This design comes from an exercise in tuning for small area on the open sky130 flow, not from production work.
Where RTL was checked, it was by simulation tests only, not by an equivalence proof against the original.
Power and IR drop assume default switching activity.

==> run E <==
Design stage23_encode_module, start of the top module:
module stage23_encode_module (
    clk , rst_n ,
    original_data_1 , original_data_2 , original_data_3 ,
    message_en_in ,
    message_en_out ,
    packet_head_data_out ,
    length_fast_1_out , length_fast_2_out , length_fast_3_out ,
    message_fast_1_out , message_fast_2_out , message_fast_3_out ,
    packet_ETX_data_out
    );
==> module fast_slot, before the edit <==
module fast_slot #( parameter QUIRK = 0 ) ( d , qd , ne , k , msg , len );
    input  [263:0] d , qd ;
    input  [2:0]   ne ;
    input  [1:0]   k ;
    output [343:0] msg ;
    output [7:0]   len ;
    wire [7:0] P = d[263:256] ;
    wire [7:0] C = d[255:248] ;
    wire [7:0] T = d[247:240] ;
    wire is_a = ( C == 8'h61 ) ;
    wire is_d = ( C == 8'h64 ) ;
    wire is_k = ( C == 8'h6b ) ;
    wire is_q = ( C == 8'h71 ) ;
    wire is_n = ( C == 8'h4e ) ;
    wire n_lr = is_n & ( ( T == 8'h4c ) | ( T == 8'h52 ) ) ;
    wire n_m  = is_n & ( T == 8'h4d ) ;
    wire n_ns = is_n & ( ( T == 8'h4e ) | ( T == 8'h53 ) ) ;
    wire fam  = is_a | is_k | n_lr | n_m | n_ns ;    
    wire nonq = fam | is_d ;
    wire [5:0] base = is_a ? 6'd28 : is_k ? 6'd32 : ( is_d | is_q ) ? 6'd19 :
                      n_lr ? 6'd2 : n_m ? 6'd6 : n_ns ? 6'd10 : 6'd0 ;
    assign len = { 2'b00 , base } + { 6'd0 , ( nonq | is_q ) ? k : 2'd0 } ;
    wire k_ge1 = k[0] | k[1] ;
    wire k_ge2 = k[1] ;
    wire k_eq3 = k[0] & k[1] ;
    function lt ;
        input integer jj , b ;
        input         c ;
        begin
            if ( jj < b )          lt = c ;
            else if ( jj == b )     lt = c & k_ge1 ;
            else if ( jj == b + 1 ) lt = c & k_ge2 ;
            else if ( jj == b + 2 ) lt = c & k_eq3 ;
            else                    lt = 1'b0 ;
        end
    endfunction
    wire [7:0] g2 = ne[0] ? T : ne[1] ? C : P ;
    wire [7:0] g1 = ( ne[0] & ne[1] ) ? C : P ;
    wire [7:0] g0 = P ;
    wire [135:0] dbody = { d[262:256] , 8'h64 , d[247:240] , 8'h00 , d[239:231] , d[222:200] , 8'h00 , d[199:135] } ;
    wire [7:0] y [0:37] ;
    genvar mi ;
    generate
        for ( mi = 0 ; mi <= 34 ; mi = mi + 1 ) begin : gy
            localparam integer m = mi - 2 ;
            wire [7:0] fv = ( m == 0 ) ? g0 : ( m == 1 ) ? g1 : ( m == 2 ) ? g2 :
                            ( m >= 3 ) ? d[239 - 8 * ( m - 3 ) -: 8] : 8'h00 ;
            wire [7:0] dv = ( m >= 3 && m <= 19 ) ? dbody[135 - 8 * ( m - 3 ) -: 8] : 8'h00 ;
            wire [7:0] qv = ( m <= 8 ) ? qd[239 - 8 * ( m + 8 ) -: 8] : 8'h00 ;
            if ( m < 0 ) begin : yq
                assign y[mi] = qv ;
            end else if ( m <= 8 ) begin : yqdf
                wire fsel = ~is_q & ~is_d ;
                assign y[mi] = ( { 8 { is_q } } & qv ) | ( { 8 { is_d } } & dv ) | ( { 8 { fsel } } & fv ) ;
            end else if ( m <= 19 ) begin : ydf
                assign y[mi] = is_d ? dv : fv ;
            end else begin : yf
                assign y[mi] = fv ;
            end
        end
    endgenerate
    assign y[35] = 8'h00 ;
    assign y[36] = 8'h00 ;
    assign y[37] = 8'h00 ;
    wire [7:0] z [0:37] ;
    genvar j ;
    generate
        for ( j = 0 ; j <= 37 ; j = j + 1 ) begin : gz
            if ( j == 0 ) begin : z0
                assign z[j] = k[0] ? 8'h00 : y[j] ;
            end else begin : zn
                assign z[j] = k[0] ? y[j - 1] : y[j] ;
            end
        end
    endgenerate
    wire quirk = ( QUIRK != 0 ) & n_lr & ( ne == 3'b011 ) ;
    wire pm    = nonq & ~quirk ;
    wire c_lr = n_lr & ~quirk ;
    wire [7:0] o [0:34] ;
    generate
        for ( j = 0 ; j <= 34 ; j = j + 1 ) begin : go
            wire gj = lt ( j , 28 , is_a ) | lt ( j , 32 , is_k ) | lt ( j , 19 , is_d ) |
                      lt ( j , 8 , is_q ) | lt ( j , 2 , c_lr ) | lt ( j , 6 , n_m ) |
                      lt ( j , 10 , n_ns ) ;
            wire       sa = gj & k[1] , sb = gj & ~k[1] ;
            wire [7:0] sh = ( { 8 { sa } } & z[j + 1] ) | ( { 8 { sb } } & z[j + 3] ) ;
            if ( j == 0 ) begin : pm0
                assign o[j] = is_q ? sh : { pm , ~ne[2] & pm , ~ne[1] & pm , ~ne[0] & pm , 4'b0000 } ;
            end else if ( j == 1 ) begin : pm1
                assign o[j] = is_q ? sh : 8'h00 ;
            end else begin : rest
                assign o[j] = sh ;
            end
        end
    endgenerate
    wire [343:0] norm ;
    generate
        for ( j = 0 ; j <= 34 ; j = j + 1 ) begin : gm
            assign norm[343 - 8 * j -: 8] = o[j] ;
        end
    endgenerate
    assign norm[63:0] = 64'd0 ;
    assign msg = norm | { 7'b0 , { 16 { quirk } } & { C , T } , 321'b0 } ;
endmodule
export LEC_CHECK = 0
export CAP_MARGIN = 20
export CORE_AREA = 5 5 1395 195
export CTS_CLUSTER_DIAMETER = 60
export CTS_CLUSTER_SIZE = 22
export DIE_AREA = 0 0 1400 200
export SLEW_MARGIN = 20
create_clock -name core_clock -period 7.0 [get_ports {clk}]
standard.sh (not shown) runs the stock make flow with config.mk's settings and CLKGATE_MAP_FILE= SYNTH_SCRIPT=/design/flow/synth_recipe.tcl, a recipe that flattens the netlist after the stock synthesis.
==> flow/flow/run.sh <==
#!/bin/bash
# Own layout flow: the standard flow (standard.sh), except that
#  - synthesis maps with an area-oriented ABC script and without ORFS's adder
#    extraction (same Yosys passes, registers and names otherwise),
#  - the port buffers are the smallest buffer cell,
#  - clock tree synthesis uses no dummy loads (its sink clustering and buffer
#    come from config.mk's CTS_* settings, with defaults below).
set -euo pipefail
W=$(pwd)
F=$W/flow

# ORFS's synth.tcl with the ABC call replaced
sed -e 's|log_cmd abc {\*}\$abc_args|log_cmd abc -script $::env(OWN_ABC_SCRIPT) {*}$lib_args {*}$lib_dont_use_args|' \
    "$FLOW_HOME/scripts/synth.tcl" > "$W/own_synth.tcl"
grep -q 'OWN_ABC_SCRIPT' "$W/own_synth.tcl"
export OWN_SYNTH_TCL=$W/own_synth.tcl
export OWN_ABC_SCRIPT=$F/abc_area.script

bash standard.sh SYNTH_SCRIPT="$F/synth_wrap.tcl" ADDER_MAP_FILE= SYNTH_INSBUF=0 synth > "$W/own_synth.log" 2>&1

setting() { sed -n "s/^export $1 = //p" config.mk | tail -1; }
CSIZE=$(setting CTS_CLUSTER_SIZE); CSIZE=${CSIZE:-20}
CDIAM=$(setting CTS_CLUSTER_DIAMETER); CDIAM=${CDIAM:-60}
CBUF=$(setting CTS_BUF_LIST); CBUF=${CBUF:-sky130_fd_sc_hd__clkbuf_16}
CTS="-sink_clustering_enable -repair_clock_nets -sink_clustering_size $CSIZE"
CTS="$CTS -sink_clustering_max_diameter $CDIAM -buf_list {$CBUF} -dont_use_dummy_load"
bash standard.sh BUFFER_PORTS_ARGS="-buffer_cell sky130_fd_sc_hd__buf_1" CTS_ARGS="$CTS" finish > "$W/own_layout.log" 2>&1
test -s out/final.def
==> flow/flow/abc_area.script <==
strash
dc2
dch -f
amap
==> flow/flow/synth_wrap.tcl <==
proc synth {args} { yosys synth -nofsm -noshare {*}$args }
source $::env(OWN_SYNTH_TCL)
# left out here: clear keep_hierarchy, flatten, clean up, hide names made inside functions, write 1_2_yosys.v
==> run H: changes against run E <==
--- a/flow/design.v
+++ b/flow/design.v
@@ -42,34 +42,16 @@
                 { dict_pid , dict_mc , dict_mt } <= eh2 ;
             else if ( v1 )
                 { dict_pid , dict_mc , dict_mt } <= eh1 ;
         end
     end
-    reg  [79:0] seq ;
-    reg  [4:0]  seq_all ;
-    wire [5:0]  seq_tg ;
-    wire [79:0] seq_t ;
-    wire [79:0] seq_n = seq ^ seq_t ;
-    assign seq_tg[0] = en1 ;
-    genvar sg , si ;
-    generate
-        for ( sg = 0 ; sg < 5 ; sg = sg + 1 ) begin : gsq
-            assign seq_tg[sg + 1] = seq_tg[sg] & seq_all[sg] ;
-            assign seq_t[16 * sg]  = seq_tg[sg] ;
-            for ( si = 1 ; si < 16 ; si = si + 1 ) begin : gsb
-                assign seq_t[16 * sg + si] = seq_t[16 * sg + si - 1] & seq[16 * sg + si - 1] ;
-            end
-        end
-    endgenerate
+    reg [79:0] seq ;
     always @( posedge clk ) begin
-        if ( !rst_n ) begin
-            seq     <= { 80 { 1'b1 } } ;
-            seq_all <= 5'b11111 ;
-        end else begin
-            seq     <= seq_n ;
-            seq_all <= { &seq_n[79:64] , &seq_n[63:48] , &seq_n[47:32] , &seq_n[31:16] , &seq_n[15:0] } ;
-        end
+        if ( !rst_n )
+            seq <= { 80 { 1'b1 } } ;
+        else if ( en1 )
+            seq <= seq + 80'd1 ;
     end
     reg         en2 ;
     reg [263:0] s2_d1 , s2_d2 , s2_d3 ;
     reg [2:0]   s2_ne1 , s2_ne2 , s2_ne3 ;
     reg [1:0]   s2_k1 , s2_k2 , s2_k3 ;       
@@ -133,76 +115,65 @@
     wire fam  = is_a | is_k | n_lr | n_m | n_ns ;    
     wire nonq = fam | is_d ;
     wire [5:0] base = is_a ? 6'd28 : is_k ? 6'd32 : ( is_d | is_q ) ? 6'd19 :
                       n_lr ? 6'd2 : n_m ? 6'd6 : n_ns ? 6'd10 : 6'd0 ;
     assign len = { 2'b00 , base } + { 6'd0 , ( nonq | is_q ) ? k : 2'd0 } ;
-    wire k_ge1 = k[0] | k[1] ;
-    wire k_ge2 = k[1] ;
-    wire k_eq3 = k[0] & k[1] ;
-    function lt ;
-        input integer jj , b ;
-        input         c ;
-        begin
-            if ( jj < b )          lt = c ;
-            else if ( jj == b )     lt = c & k_ge1 ;
-            else if ( jj == b + 1 ) lt = c & k_ge2 ;
-            else if ( jj == b + 2 ) lt = c & k_eq3 ;
-            else                    lt = 1'b0 ;
-        end
-    endfunction
     wire [7:0] g2 = ne[0] ? T : ne[1] ? C : P ;
     wire [7:0] g1 = ( ne[0] & ne[1] ) ? C : P ;
     wire [7:0] g0 = P ;
-    wire [135:0] dbody = { d[262:256] , 8'h64 , d[247:240] , 8'h00 , d[239:231] , d[222:200] , 8'h00 , d[199:135] } ;
+    wire [135:0] dbody = { d[262:240] , 8'h00 , d[239:231] , d[222:200] , 8'h00 , d[199:135] } ;
     wire [7:0] y [0:37] ;
     genvar mi ;
     generate
         for ( mi = 0 ; mi <= 34 ; mi = mi + 1 ) begin : gy
             localparam integer m = mi - 2 ;
-            wire [7:0] fv = ( m == 0 ) ? g0 : ( m == 1 ) ? g1 : ( m == 2 ) ? g2 :
-                            ( m >= 3 ) ? d[239 - 8 * ( m - 3 ) -: 8] : 8'h00 ;
-            wire [7:0] dv = ( m >= 3 && m <= 19 ) ? dbody[135 - 8 * ( m - 3 ) -: 8] : 8'h00 ;
-            wire [7:0] qv = ( m <= 8 ) ? qd[239 - 8 * ( m + 8 ) -: 8] : 8'h00 ;
-            if ( m < 0 ) begin : yq
-                assign y[mi] = qv ;
-            end else if ( m <= 8 ) begin : yqdf
-                wire fsel = ~is_q & ~is_d ;
-                assign y[mi] = ( { 8 { is_q } } & qv ) | ( { 8 { is_d } } & dv ) | ( { 8 { fsel } } & fv ) ;
-            end else if ( m <= 19 ) begin : ydf
-                assign y[mi] = is_d ? dv : fv ;
-            end else begin : yf
-                assign y[mi] = fv ;
+            wire [7:0] fv , dv , qv ;
+            wire       fs , ds , qs ;
+            if ( m < 0 ) begin : neg
+                assign fv = 8'h00 ; assign fs = 1'b0 ;
+            end else if ( m < 3 ) begin : hdr
+                assign fv = ( m == 0 ) ? g0 : ( m == 1 ) ? g1 : g2 ;
+                assign fs = fam ;
+            end else begin : body
+                assign fv = d[239 - 8 * ( m - 3 ) -: 8] ;
+                assign fs = fam & ( base >= m ) ;
             end
+            if ( m >= 3 && m <= 19 ) begin : dd
+                assign dv = dbody[135 - 8 * ( m - 3 ) -: 8] ;
+                assign ds = is_d ;
+            end else begin : nd
+                assign dv = 8'h00 ; assign ds = 1'b0 ;
+            end
+            if ( m <= 8 ) begin : qq
+                assign qv = qd[239 - 8 * ( m + 8 ) -: 8] ;
+                assign qs = ( m < 0 ) ? 1'b1 : is_q ;
+            end else begin : nq
+                assign qv = 8'h00 ; assign qs = 1'b0 ;
+            end
+            assign y[mi] = ( { 8 { fs } } & fv ) | ( { 8 { ds } } & dv ) | ( { 8 { qs } } & qv ) ;
         end
     endgenerate
     assign y[35] = 8'h00 ;
     assign y[36] = 8'h00 ;
     assign y[37] = 8'h00 ;
-    wire [7:0] z [0:37] ;
+    wire [7:0] z [0:37] ;    
     genvar j ;
     generate
         for ( j = 0 ; j <= 37 ; j = j + 1 ) begin : gz
             if ( j == 0 ) begin : z0
                 assign z[j] = k[0] ? 8'h00 : y[j] ;
             end else begin : zn
                 assign z[j] = k[0] ? y[j - 1] : y[j] ;
             end
         end
     endgenerate
-    wire quirk = ( QUIRK != 0 ) & n_lr & ( ne == 3'b011 ) ;
-    wire pm    = nonq & ~quirk ;
-    wire c_lr = n_lr & ~quirk ;
     wire [7:0] o [0:34] ;
     generate
         for ( j = 0 ; j <= 34 ; j = j + 1 ) begin : go
-            wire gj = lt ( j , 28 , is_a ) | lt ( j , 32 , is_k ) | lt ( j , 19 , is_d ) |
-                      lt ( j , 8 , is_q ) | lt ( j , 2 , c_lr ) | lt ( j , 6 , n_m ) |
-                      lt ( j , 10 , n_ns ) ;
-            wire       sa = gj & k[1] , sb = gj & ~k[1] ;
-            wire [7:0] sh = ( { 8 { sa } } & z[j + 1] ) | ( { 8 { sb } } & z[j + 3] ) ;
+            wire [7:0] sh = k[1] ? z[j + 1] : z[j + 3] ;
             if ( j == 0 ) begin : pm0
-                assign o[j] = is_q ? sh : { pm , ~ne[2] & pm , ~ne[1] & pm , ~ne[0] & pm , 4'b0000 } ;
+                assign o[j] = is_q ? sh : { nonq , ~ne[2] & nonq , ~ne[1] & nonq , ~ne[0] & nonq , 4'b0000 } ;
             end else if ( j == 1 ) begin : pm1
                 assign o[j] = is_q ? sh : 8'h00 ;
             end else begin : rest
                 assign o[j] = sh ;
             end
@@ -213,7 +184,8 @@
         for ( j = 0 ; j <= 34 ; j = j + 1 ) begin : gm
             assign norm[343 - 8 * j -: 8] = o[j] ;
         end
     endgenerate
     assign norm[63:0] = 64'd0 ;
-    assign msg = norm | { 7'b0 , { 16 { quirk } } & { C , T } , 321'b0 } ;
+    wire quirk = ( QUIRK != 0 ) & n_lr & ( ne == 3'b011 ) ;
+    assign msg = quirk ? { 7'b0 , C , T , 321'b0 } : norm ;
 endmodule
==> flow/flow/run.sh (replaced) <==
#!/bin/bash
# Own layout flow: the standard flow, except that
#  - synthesis maps with an area-oriented ABC script (same Yosys passes and registers otherwise),
#  - the port buffers are the smallest buffer cell.
set -euo pipefail
W=$(pwd)
F=$W/flow

# ORFS's synth.tcl with the ABC call replaced
sed -e 's|log_cmd abc {\*}\$abc_args|log_cmd abc -script $::env(OWN_ABC_SCRIPT) {*}$lib_args {*}$lib_dont_use_args|' \
    "$FLOW_HOME/scripts/synth.tcl" > "$W/own_synth.tcl"
grep -q 'OWN_ABC_SCRIPT' "$W/own_synth.tcl"
export OWN_SYNTH_TCL=$W/own_synth.tcl
export OWN_ABC_SCRIPT=$F/abc_area.script

bash standard.sh SYNTH_SCRIPT="$F/synth_wrap.tcl" synth > "$W/own_synth.log" 2>&1
bash standard.sh BUFFER_PORTS_ARGS="-buffer_cell sky130_fd_sc_hd__buf_1" finish > "$W/own_layout.log" 2>&1
test -s out/final.def
- CORE_AREA: 5 5 1395 195 -> 5 5 715 715
- CTS_BUF_LIST: default -> sky130_fd_sc_hd__clkbuf_16
- CTS_CLUSTER_DIAMETER: 60 -> 100
- CTS_CLUSTER_SIZE: 22 -> 20
- DIE_AREA: 0 0 1400 200 -> 0 0 720 720
==> run A: changes against run E <==
--- a/flow/design.v
+++ b/flow/design.v
@@ -133,28 +133,14 @@
     wire fam  = is_a | is_k | n_lr | n_m | n_ns ;    
     wire nonq = fam | is_d ;
     wire [5:0] base = is_a ? 6'd28 : is_k ? 6'd32 : ( is_d | is_q ) ? 6'd19 :
                       n_lr ? 6'd2 : n_m ? 6'd6 : n_ns ? 6'd10 : 6'd0 ;
     assign len = { 2'b00 , base } + { 6'd0 , ( nonq | is_q ) ? k : 2'd0 } ;
-    wire k_ge1 = k[0] | k[1] ;
-    wire k_ge2 = k[1] ;
-    wire k_eq3 = k[0] & k[1] ;
-    function lt ;
-        input integer jj , b ;
-        input         c ;
-        begin
-            if ( jj < b )          lt = c ;
-            else if ( jj == b )     lt = c & k_ge1 ;
-            else if ( jj == b + 1 ) lt = c & k_ge2 ;
-            else if ( jj == b + 2 ) lt = c & k_eq3 ;
-            else                    lt = 1'b0 ;
-        end
-    endfunction
     wire [7:0] g2 = ne[0] ? T : ne[1] ? C : P ;
     wire [7:0] g1 = ( ne[0] & ne[1] ) ? C : P ;
     wire [7:0] g0 = P ;
-    wire [135:0] dbody = { d[262:256] , 8'h64 , d[247:240] , 8'h00 , d[239:231] , d[222:200] , 8'h00 , d[199:135] } ;
+    wire [135:0] dbody = { d[262:240] , 8'h00 , d[239:231] , d[222:200] , 8'h00 , d[199:135] } ;
     wire [7:0] y [0:37] ;
     genvar mi ;
     generate
         for ( mi = 0 ; mi <= 34 ; mi = mi + 1 ) begin : gy
             localparam integer m = mi - 2 ;
@@ -188,17 +174,15 @@
             end
         end
     endgenerate
     wire quirk = ( QUIRK != 0 ) & n_lr & ( ne == 3'b011 ) ;
     wire pm    = nonq & ~quirk ;
-    wire c_lr = n_lr & ~quirk ;
+    wire [5:0] lim = quirk ? 6'd0 : is_q ? { 4'd0 , k } + 6'd8 : len[5:0] ;
     wire [7:0] o [0:34] ;
     generate
         for ( j = 0 ; j <= 34 ; j = j + 1 ) begin : go
-            wire gj = lt ( j , 28 , is_a ) | lt ( j , 32 , is_k ) | lt ( j , 19 , is_d ) |
-                      lt ( j , 8 , is_q ) | lt ( j , 2 , c_lr ) | lt ( j , 6 , n_m ) |
-                      lt ( j , 10 , n_ns ) ;
+            wire       gj = ( lim > j ) ;
             wire       sa = gj & k[1] , sb = gj & ~k[1] ;
             wire [7:0] sh = ( { 8 { sa } } & z[j + 1] ) | ( { 8 { sb } } & z[j + 3] ) ;
             if ( j == 0 ) begin : pm0
                 assign o[j] = is_q ? sh : { pm , ~ne[2] & pm , ~ne[1] & pm , ~ne[0] & pm , 4'b0000 } ;
             end else if ( j == 1 ) begin : pm1
==> flow/flow/run.sh (replaced) <==
#!/bin/bash
# Own layout flow: the standard flow (standard.sh), except that
#  - synthesis maps with an area-oriented ABC script and without ORFS's adder
#    extraction (same Yosys passes, registers and names otherwise),
#  - the port buffers are the smallest buffer cell,
#  - clock tree synthesis uses no dummy loads.
set -euo pipefail
W=$(pwd)
F=$W/flow

# ORFS's synth.tcl with the ABC call replaced
sed -e 's|log_cmd abc {\*}\$abc_args|log_cmd abc -script $::env(OWN_ABC_SCRIPT) {*}$lib_args {*}$lib_dont_use_args|' \
    "$FLOW_HOME/scripts/synth.tcl" > "$W/own_synth.tcl"
grep -q 'OWN_ABC_SCRIPT' "$W/own_synth.tcl"
export OWN_SYNTH_TCL=$W/own_synth.tcl
export OWN_ABC_SCRIPT=$F/abc_area.script

bash standard.sh SYNTH_SCRIPT="$F/synth_wrap.tcl" ADDER_MAP_FILE= SYNTH_INSBUF=0 synth > "$W/own_synth.log" 2>&1

CTS="-sink_clustering_enable -repair_clock_nets -sink_clustering_size 20 -sink_clustering_max_diameter 60"
CTS="$CTS -buf_list sky130_fd_sc_hd__clkbuf_16 -dont_use_dummy_load"
bash standard.sh BUFFER_PORTS_ARGS="-buffer_cell sky130_fd_sc_hd__buf_1" CTS_ARGS="$CTS" finish > "$W/own_layout.log" 2>&1
test -s out/final.def
- CORE_AREA: 5 5 1395 195 -> 5 5 1245 225
- CTS_CLUSTER_DIAMETER: 60 -> default
- CTS_CLUSTER_SIZE: 22 -> default
- DIE_AREA: 0 0 1400 200 -> 0 0 1250 230
==> notes <==
Run E went through all stages and came out clean. Run A produced a layout that fails on antenna violations. Run H went through all stages and came out clean. Hold slack: run H > run E > run A. Worst setup slack, highest first: run E, run H, run A. Against run H, the count of clock-buffer cells in the layout of run E is lower by 34. Non-clock buffer count: run E is higher than run A (1). Core utilization: run E > run A > run H. Total power, lowest first: run E, run A, run H. First-iteration DRC count: run A is higher than run H (11%). Between run A and run E, the lower global-route usage is in run A (gap 2.9 points). In run H the cell count is larger than in run A, by about 30%. Register-to-register slack, highest first: run H, run E, run A.
==> figures <==
Status: run E timing/DRC/antenna clean; run H timing/DRC/antenna clean; run A finished with violations
Layout check failures: run E -; run H -; run A antenna violations
Register share of the cell area: run E 0.4748; run H 0.4275; run A 0.4707
Crit path from: run E s2_d3[250]$_DFF_P_; run H s2_d3[255]$_DFF_P_; run A s2_d2[247]$_DFF_P_
Utilization of the core after routing: run E 0.2764; run H 0.1592; run A 0.2696
Worst R2R Start: run E s1_d3[248]$_DFF_P_; run H s1_d3[241]$_DFF_P_; run A en1$_DFF_P_
Storage element area: run E 34,230 um^2; run H 34,160 um^2; run A 34,230 um^2
Commonest non-fill, non-tap cell in the layout: run E sky130_fd_sc_hd__buf_1; run H sky130_fd_sc_hd__dfxtp_1; run A sky130_fd_sc_hd__buf_1
Inverter count: run E 415; run H 325; run A 456
Post-detailed-placement cell area: run E 69,630 um^2; run H 75,770 um^2; run A 69,870 um^2
Wire length per cell: run E 34.02 um; run H 33.68 um; run A 30.76 um
Worst Setup Slack, final: run E 0.5128 ns; run H 0.2036 ns; run A 0.1713 ns
Wire length of the first global-routing pass: run E 491,200 um; run H 624,800 um; run A 459,700 um
Flop pwr share: run E 0.600; run H 0.548; run A 0.584
Clock group power: run E 5.64 mW; run H 7.48 mW; run A 6.01 mW
Area share of xor/xnor cells in the synthesized design: run E 0.0003139; run H 0.0001455; run A 0.0003123
Maximum VDD drop: run E 0.0001932 V; run H 0.0002112 V; run A 0.0002123 V
1st-pass router iterations: run E 11; run H 14; run A 12
Share of final-layout standard cells stronger than drive strength 1: run E 0.04370; run H 0.04787; run A 0.04714
Synth Area in Simple Gates: run E 0.07502; run H 0.09663; run A 0.07194
Flop+latch power: run E 10.8 mW; run H 10.8 mW; run A 10.7 mW
Levels on crit path: run E 11; run H 13; run A 14
Function not checked in run E and run A: the RTL went through the layout flow alone.

## separate check: timing with driven ports
No port has a modelled driver above. Below, the same layouts with a new extraction and two added sets of constraints. Step 1 (the two cells are an assumption about what drives the block):
set clk [get_ports {clk}]
set_driving_cell -lib_cell sky130_fd_sc_hd__clkbuf_16 $clk
set_driving_cell -lib_cell sky130_fd_sc_hd__buf_2 [delete_from_list [all_inputs] $clk]
Step 2, shift: input delay + t, output delay - t, t = (earliest + latest rising clock arrival at the registers) / 2. This alone moves slack from input paths to output paths. Slacks: ideal ports / drivers / drivers and shift; pairs: ideal ports / drivers.
run	shift t [ns]	slack for setup (ns)	worst setup path after step 2	clock arrival spread, ns	cell pins on the clock port's net
run E	0.825	0.513 / 0.419 / 1.244	register to output	0.091 / 0.090	1
run H	0.990	0.204 / 0.090 / 1.080	register to output	0.204 / 0.203	1
run A	0.903	0.171 / 0.108 / 1.012	register to output	0.197 / 0.197	1
